From an optimization exercise on the open Yosys and OpenROAD flow, aimed at small area, a short achievable clock period and few clock cycles per item; shortcuts taken in it are not production practice.
Function was not checked in any run shown here: the RTL went through the layout flow alone.
Power and IR drop assume default switching activity.

==> flow/design.v, too long to show whole: its modules and the start of the top module <==
// module SequentialMultiplier128Bit: 3062 lines
module SequentialMultiplier128Bit(
    input [127:0] a,
    input [127:0] b,
    input reset_n,
    input clk,
    output [255:0] p,
    output done
    );
  // ...
==> flow/flow/run.sh <==
#!/bin/bash
# Own layout flow: the standard ORFS flow (standard.sh, unchanged synthesis) with two
# layout settings changed:
#  - the port buffers that buffer_ports inserts are sky130_fd_sc_hd__buf_1 instead of the
#    delay-type buffer it picks by default (every input and output port still gets a buffer);
#  - MATCH_CELL_FOOTPRINT=0, so the timing repair may resize a cell to one of another width.
# Each tool's full output goes to standard.log here and to ORFS's own logs under orfs/logs.
set -euo pipefail
export BUFFER_PORTS_ARGS="-buffer_cell sky130_fd_sc_hd__buf_1"
bash standard.sh MATCH_CELL_FOOTPRINT=0 "BUFFER_PORTS_ARGS=-buffer_cell sky130_fd_sc_hd__buf_1" finish > standard.log 2>&1
test -s out/final.def
==> flow/standard.sh <==
#!/bin/bash
# synth_recipe.tcl (not shown) runs the flow's synth.tcl, then flattens the netlist and writes it again
# the make line also repeats each setting of config.mk as NAME=value (left out here)
make -C /OpenROAD-flow-scripts/flow DESIGN_CONFIG=/design/flow/config.mk WORK_HOME=/design/flow/orfs CLKGATE_MAP_FILE= SYNTH_SCRIPT=/design/flow/synth_recipe.tcl "${@:-finish}"
==> flow/config.mk <==
export PLATFORM = sky130hd
export DESIGN_NAME = SequentialMultiplier128Bit
export DESIGN_NICKNAME = SequentialMultiplier128Bit
export VERILOG_FILES = /design/flow/design.v
export SDC_FILE = /design/flow/constraint.sdc
export NUM_CORES = 4
export LEC_CHECK = 0
export ABC_AREA = 1
export CAP_MARGIN = 20
export CORE_MARGIN = 2
export CORE_UTILIZATION = 50
export SETUP_SLACK_MARGIN = 2.7
export SLEW_MARGIN = 20
export TNS_END_PERCENT = 5
==> flow/constraint.sdc <==
create_clock -name core_clock -period 5.5 [get_ports {clk}]
set_input_delay 1.1000 -clock core_clock [delete_from_list [all_inputs] [get_ports {clk}]]
set_output_delay 1.1000 -clock core_clock [all_outputs]
set_load 0.01 [all_outputs]
==> results.json, run 1 <==
{
  "gr-total-overflow": 0,
  "ff_latch_area_um2": 10040,
  "xor_and_xnor_fraction_of_the_mapped_netlist_area": 0.1687,
  "pwr-share-clk": 0.169,
  "seq_power_share": 0.203,
  "drt-total-wl_mm": 176.7,
  "via_count_of_the_first_global_routing_pass": 42300,
  "hold_viol_final": 0,
  "fin_ws_ps": 2647,
  "fill_cells": 8331,
  "endpoint": "p[179]",
  "timing.critical_path.buf_inv": 4,
  "worst_hold_path_type": "reg -> reg",
  "clkTransAtPathRegs_ps": 60,
  "drv_cap": 0,
  "netlist_top_cells_count": "1292 x sky130_fd_sc_hd__nand2_1, 668 x sky130_fd_sc_hd__xor2_1, 510 x sky130_fd_sc_hd__o22ai_1",
  "cp_slowest_cell": "sky130_fd_sc_hd__dfrtp_4",
  "largest_register_ffs": 129,
  "ff2ff_setup_slack_ps": 2650,
  "status": "timing/DRC/antenna clean",
  "antennaDiodeCount": 4,
  "synth_area_per_cell_um2": 7.440,
  "final-max-slew-violation-count": 0,
  "via_count": 44800,
  "tightest_slew_ps": 1062,
  "grtUsageMet2": 0.5515
}
==> run 2: changes to the inputs <==
--- a/flow/design.v
+++ b/flow/design.v
@@ -5,17 +5,17 @@
     input reset_n,
     input clk,
     output [255:0] p,
     output done
     );
   reg [4:0] cnt;
   reg done_r;
   reg shen;      
-  reg nzc;       
+  reg [127:0] Hr;    
   reg nz;        
   reg [130:0] S, C;
   reg [127:0] pl;
   reg [7:0] Sp;
   reg [7:1] Cp;
   reg nlp;
   reg [1:0] cv;
   reg [3:0] one, two, neg;       
@@ -32,17 +32,17 @@
   assign pp1[128:64] = ~(({65{one[1]}} & {1'b0, b[127:64]}) | ({65{two[1]}} & b[127:63])) ^ {65{negn[1]}};
   wire [128:0] pp2;
   assign pp2[63:0] = (({64{one[2]}} & b[63:0]) | ({64{two[2]}} & {b[62:0], 1'b0})) ^ {64{neg[2]}};
   assign pp2[128:64] = ~(({65{one[2]}} & {1'b0, b[127:64]}) | ({65{two[2]}} & b[127:63])) ^ {65{negn[2]}};
   wire [128:0] pp3;
   assign pp3[63:0] = (({64{one[3]}} & b[63:0]) | ({64{two[3]}} & {b[62:0], 1'b0})) ^ {64{neg[3]}};
   assign pp3[128:64] = ~(({65{one[3]}} & {1'b0, b[127:64]}) | ({65{two[3]}} & b[127:63])) ^ {65{negn[3]}};
   wire [130:0] Sg = nz ? S : {3'b0, b & {128{pl[0]}}};
-  wire [130:0] Cg = nzc ? C : (131'd1 << 130);
+  wire [130:0] Cg = nz ? C : (131'd1 << 130);
   wire hs0, hc0;
   assign hs0 = Sg[0] ^ Cg[0];
   assign hc0 = Sg[0] & Cg[0];
   wire hs1, hc1;
   assign hs1 = Cg[1] ^ neg[0];
   assign hc1 = Cg[1] & neg[0];
   wire hs2, hc2;
   assign hs2 = Cg[3] ^ neg[1];
@@ -3021,43 +3021,42 @@
   wire [3:0] two_n = ld ? two_q : two_p;
   wire [3:0] neg_n = ld ? neg_q : neg_p;
   always @(posedge clk or negedge reset_n) begin
     if (!reset_n) begin
       cnt <= 5'd0;
       done_r <= 1'b0;
       shen <= 1'b1;
       nz <= 1'b0;
-      nzc <= 1'b0;
       fin <= 1'b0;
     end else begin
       nz <= 1'b1;
-      nzc <= reset_n;
       if (cnt == 5'd15) fin <= 1'b1;
       if (!last) cnt <= cnt + 5'd1;
       if (last) done_r <= 1'b1;
       if (fin) shen <= 1'b0;
     end
   end
   always @(posedge clk) begin
     one <= one_n;
     two <= two_n;
     neg <= neg_n;
     negn <= ~neg_n;
-    S <= Sn[138:8] & {131{~fin}};
-    C <= fin ? {3'b0, H} : Cn[138:8];
-    if (ld | fin) begin
+    S <= Sn[138:8];
+    C <= Cn[138:8];
+    if (fin & ~done_r) Hr <= H;
+    if (ld) begin
       Sp <= 8'd0;
       Cp <= 7'd0;
       nlp <= 1'b0;
       cv <= 2'd0;
     end else begin
       Sp <= Sn[7:0];
       Cp <= Cn[7:1];
       nlp <= neg[3];
       cv <= cvn;
     end
     if (ld) pl <= a;
     else if (shen) pl <= {Lb, pl[127:8]};
   end
-  assign p = {C[127:0], pl};
+  assign p = {Hr, pl};
   assign done = done_r;
 endmodule
==> results.json, run 2 <==
{
  "vdd.ir_drop.worst_uv": 283.7,
  "unrepaired_setup_endpoints_after_global_routing": "yes",
  "via_count": 41000,
  "hold-path-endpoint": "cnt[3]",
  "final-max-slew-violation-count": 0,
  "post_synth_inst_count": 5555,
  "largest_area_contributor_in_the_synthesized_netlist": "sky130_fd_sc_hd__xor2_1",
  "hold_viol_final": 0,
  "worstPathCellList": "inv_4 > buf_6 > xor2_1 > fa_1 > xor2_1 > xor2_1 > xor2_1 > xor2_1",
  "most-common-layout-cells": "1076 x sky130_fd_sc_hd__xor2_1, 970 x sky130_fd_sc_hd__nand2_1, 610 x sky130_fd_sc_hd__inv_1",
  "pwr-share-clk": 0.131,
  "drv_cap": 0,
  "layout-drive-gt1-share": 0.07869,
  "crit_share_post_route": 0.5257,
  "clock_insertion_delay_worst_skew_ps": 670,
  "power.share.switching": 0.4703,
  "path_class": "reg -> reg",
  "synth.most_common_cell": "sky130_fd_sc_hd__xor2_1",
  "place_congestion": 0.8840,
  "rows": 112,
  "grt_antenna_before_repair": 11,
  "worst_slew_margin_rel": 0.3712,
  "element_type_at_the_critical_path_start": "flip-flop",
  "io_buffers": 514,
  "comb_power_share": 0.654,
  "timing.final.setup_violations": 0,
  "avgRoutedWirePerCell_um": 21.12,
  "fp.coreArea_um2": 93470,
  "post-route-drc-count": 0,
  "status": "timing/DRC/antenna clean",
  "via_count_of_the_first_global_routing_pass": 40070,
  "seq_power_share": 0.215,
  "post_synthesis_sequential_area_ratio": 0.2910,
  "launch_instance_of_the_worst_register_to_register_path": "negn[1]",
  "die_y_um": 311.3,
  "crit_top_cell": "sky130_fd_sc_hd__xor2_1",
  "clkTransAtPathRegs_ps": 60,
  "cts_tree": "yes",
  "gr-total-overflow": 0,
  "ys_async_sr_fraction": 0.01619,
  "setup-tns-final_ps": 0,
  "synth_top_flop_cell": "sky130_fd_sc_hd__dfxtp_1",
  "holdBufCountCts": 0,
  "synth-seq-cells": 556,
  "start_util": 0.5051,
  "global_route.usage.total": 0.3080,
  "netlist_top_cells_count": "1078 x sky130_fd_sc_hd__xor2_1, 1008 x sky130_fd_sc_hd__nand2_1, 615 x sky130_fd_sc_hd__inv_1",
  "floorplan.die_area_um2": 96890,
  "clock-root-buffer": "sky130_fd_sc_hd__clkbuf_16",
  "holdPathStages": 1,
  "tightest_slew_ps": 943.2,
  "ios": 515,
  "numCtsBuffers": 71,
  "timing.critical_path.arrival_ps": 3450,
  "finish.instance_area_um2": 54820,
  "global_route_wire_length_before_repair_mm": 234.1,
  "cp_data_required_time_ps": 6050,
  "reg_to_reg_critical_path_endpoint": "C[91]",
  "synth_edf_count": 256,
  "fin_ws_ps": 2609,
  "hold_start": "cnt[3]",
  "grt_start_max_net_pins": 84,
  "switching_power_mw": 17.09,
  "via_per_inst": 5.602,
  "cp_slowest_stage_delay_ps": 490,
  "critPathCaptureType": "flip-flop",
  "cp_slowest_cell": "sky130_fd_sc_hd__inv_4",
  "maxClockFrequency_ghz": 0.3459,
  "synth_area_per_cell_um2": 8.498,
  "mostFrequentLayoutCell": "sky130_fd_sc_hd__xor2_1",
  "yosys-top-cells-area": "sky130_fd_sc_hd__xor2_1 20%, sky130_fd_sc_hd__edfxtp_1 16%, sky130_fd_sc_hd__dfxtp_1 12%",
  "post_synth_instance_area_um2": 47210,
  "cell_internal_power_mw": 19.25,
  "yosysWarningCount": 1,
  "post_dp_cell_area_um2": 50150,
  "total_power_mw": 36.34,
  "cts_buffer_depth": 3,
  "drt-total-wl_mm": 154.6,
  "unique_masters_post_synth": 57,
  "power_leakage_nw": 24.43,
  "drt_first_pass_iters": 6,
  "yosys.area.top_type_share": 0.2000,
  "power.density_cell_area_nw_per_um2": 663.0,
  "dp_slack_ps": 1766,
  "drt_first_iter_violations": 3423,
  "ff2ff_setup_slack_ps": 2610,
  "cts_sinks": 556,
  "total_nets_final": 6672,
  "post-dp-hpwl_mm": 104.5,
  "min_period_ps": 2891,
  "synthesis.nets": 6222,
  "timing.critical_path.fanout_max": 37,
  "layout_skew_ps": 37.27,
  "cts-htree-levels": 3,
  "drt.antenna.violating_nets": 0,
  "cells_on_worst_reg2reg_path": 8,
  "area_growth_syn_to_layout_pct": 16.11,
  "die_x_um": 311.3,
  "worst_hold_path_type": "reg -> reg"
}
run 2: cell types whose count changed after synthesis, moves of 130 or more:
cell | previous run | this run
sky130_fd_sc_hd__nand2_1 | 1292 | 1008
sky130_fd_sc_hd__xnor2_1 | 198 | 36
sky130_fd_sc_hd__nor2_1 | 424 | 228
sky130_fd_sc_hd__xor2_1 | 668 | 1078
sky130_fd_sc_hd__buf_4 | 132 | 2
sky130_fd_sc_hd__a21oi_1 | 466 | 266
run 2: layout make-up:
class / instances / area, um2
Sequential cell: 556 / 13830
Tap cell: 1254 / 1569
Timing Repair Buffer: 619 / 3301
Clock inverter: 37 / 357.8
Fill cell: 8471 / 38650
Timing Repair inverter: 10 / 82.58
Antenna cell: 3 / 7.507
Inverter: 640 / 2618
Clock buffer: 93 / 1972
Multi-Input combinational cell: 4107 / 31080
run 2: power groups by stage:
stage / Combinational (mW) / Sequential (mW) / Clock [mW]
4_1_cts: 22.3 / 7.58 / 4.83
3_3_place_gp: 21.2 / 7.67 / 0
5_1_grt: 26.4 / 7.91 / 4.99
6_report: 23.8 / 7.83 / 4.76
3_5_place_dp: 21.7 / 7.63 / 0
2_1_floorplan: 17.3 / 7.06 / 0
run 2: how the worst max path moves through the flow:
stage	start	endpoint	slack (ps)
floorplan	b[5]	Cp[7]	2540
CTS	C[8]	Hr[120]	2550
global route	negn[3]	C[93]	2490
finish	negn[1]	C[91]	2610
detailed placement	nz	C[20]	1770
global placement	nz	C[23]	1860
run 2: critical path, delay by kind of cell (launching register included):
family / cells / cell delay, ps
flops: 1 / 340
buf+inv: 2 / 910
xor+xnor: 5 / 1060
fa+ha+maj: 1 / 420
run 2: per-layer routing:
metal / GRT usage / vias to the layer above / share of wire
met3: 0.06682 / 290 / 0.090
met2: 0.4940 / 1727 / 0.46
li1: - / 19310 / -
met1: 0.4102 / 19670 / 0.42
met4: 0.1085 / 16 / 0.034
met5: 0 / - / 0.00074
run 2: logic make-up (layout without fill, tap and decap cells):
| group | after synthesis | after routing | synth area share |
|---|---|---|---|
| adder cells (fa/ha/maj) | 530 | 530 | 0.1746 |
| AO/OA/AOI/OAI | 1007 | 1007 | 0.1305 |
| XOR/XNOR | 1114 | 1114 | 0.2067 |
| buffers and inverters | 893 | 1399 | 0.07259 |
| flip-flops | 556 | 556 | 0.2910 |
| other | 1 | 4 | 0.00007943 |
| AND/OR/NAND/NOR | 1454 | 1455 | 0.1245 |
run 2: stage by stage:
step	util	hold WS [ps]	instances
3_5_place_dp	0.5366	466.3	7109
2_1_floorplan	-	445.8	5555
3_3_place_gp	0.5366	464.7	7109
5_1_grt	0.5864	507.3	7319
4_1_cts	0.5711	479.3	7273
6_report	0.5864	474.1	7319
run 2: repair_timing:
item / 4_1_cts / 5_1_grt
endpoints found under the setup margin: 339 / 376
hold endpoints to repair: 0 / 0
pin swaps: 6 / 31
setup buffers: 17 / 36
resized for setup: 118 / 183
cloned: 17 / 7

-- re-timing with driven ports --
The flow's constraints put no driver on any port. The routed layouts listed below were extracted and timed again, unchanged, in two steps. Step 1: set_driving_cell puts a clkbuf_16 on clk and a buf_2 on each other input, an assumption about the parent block. Step 2 moves the port delays by t, midway between the first and last clock arrival at a register: inputs arrive t later, outputs are due t later. That takes back most of the time a late clock gives input paths. Three values: ideal ports, drivers, drivers and shift; two values: the first two.
run	t, ns	setup slack, ns	worst data-port slew with drivers (ns)
run 1	0.746	2.647 / 2.647 / 2.003	0.12
run 2	0.724	2.609 / 2.609 / 1.957	0.13
After both steps setup and hold are still met in every run listed. For run 2, which loses most, drivers alone change the setup slack by 0.000 ns; drivers and shift together by -0.652 ns.
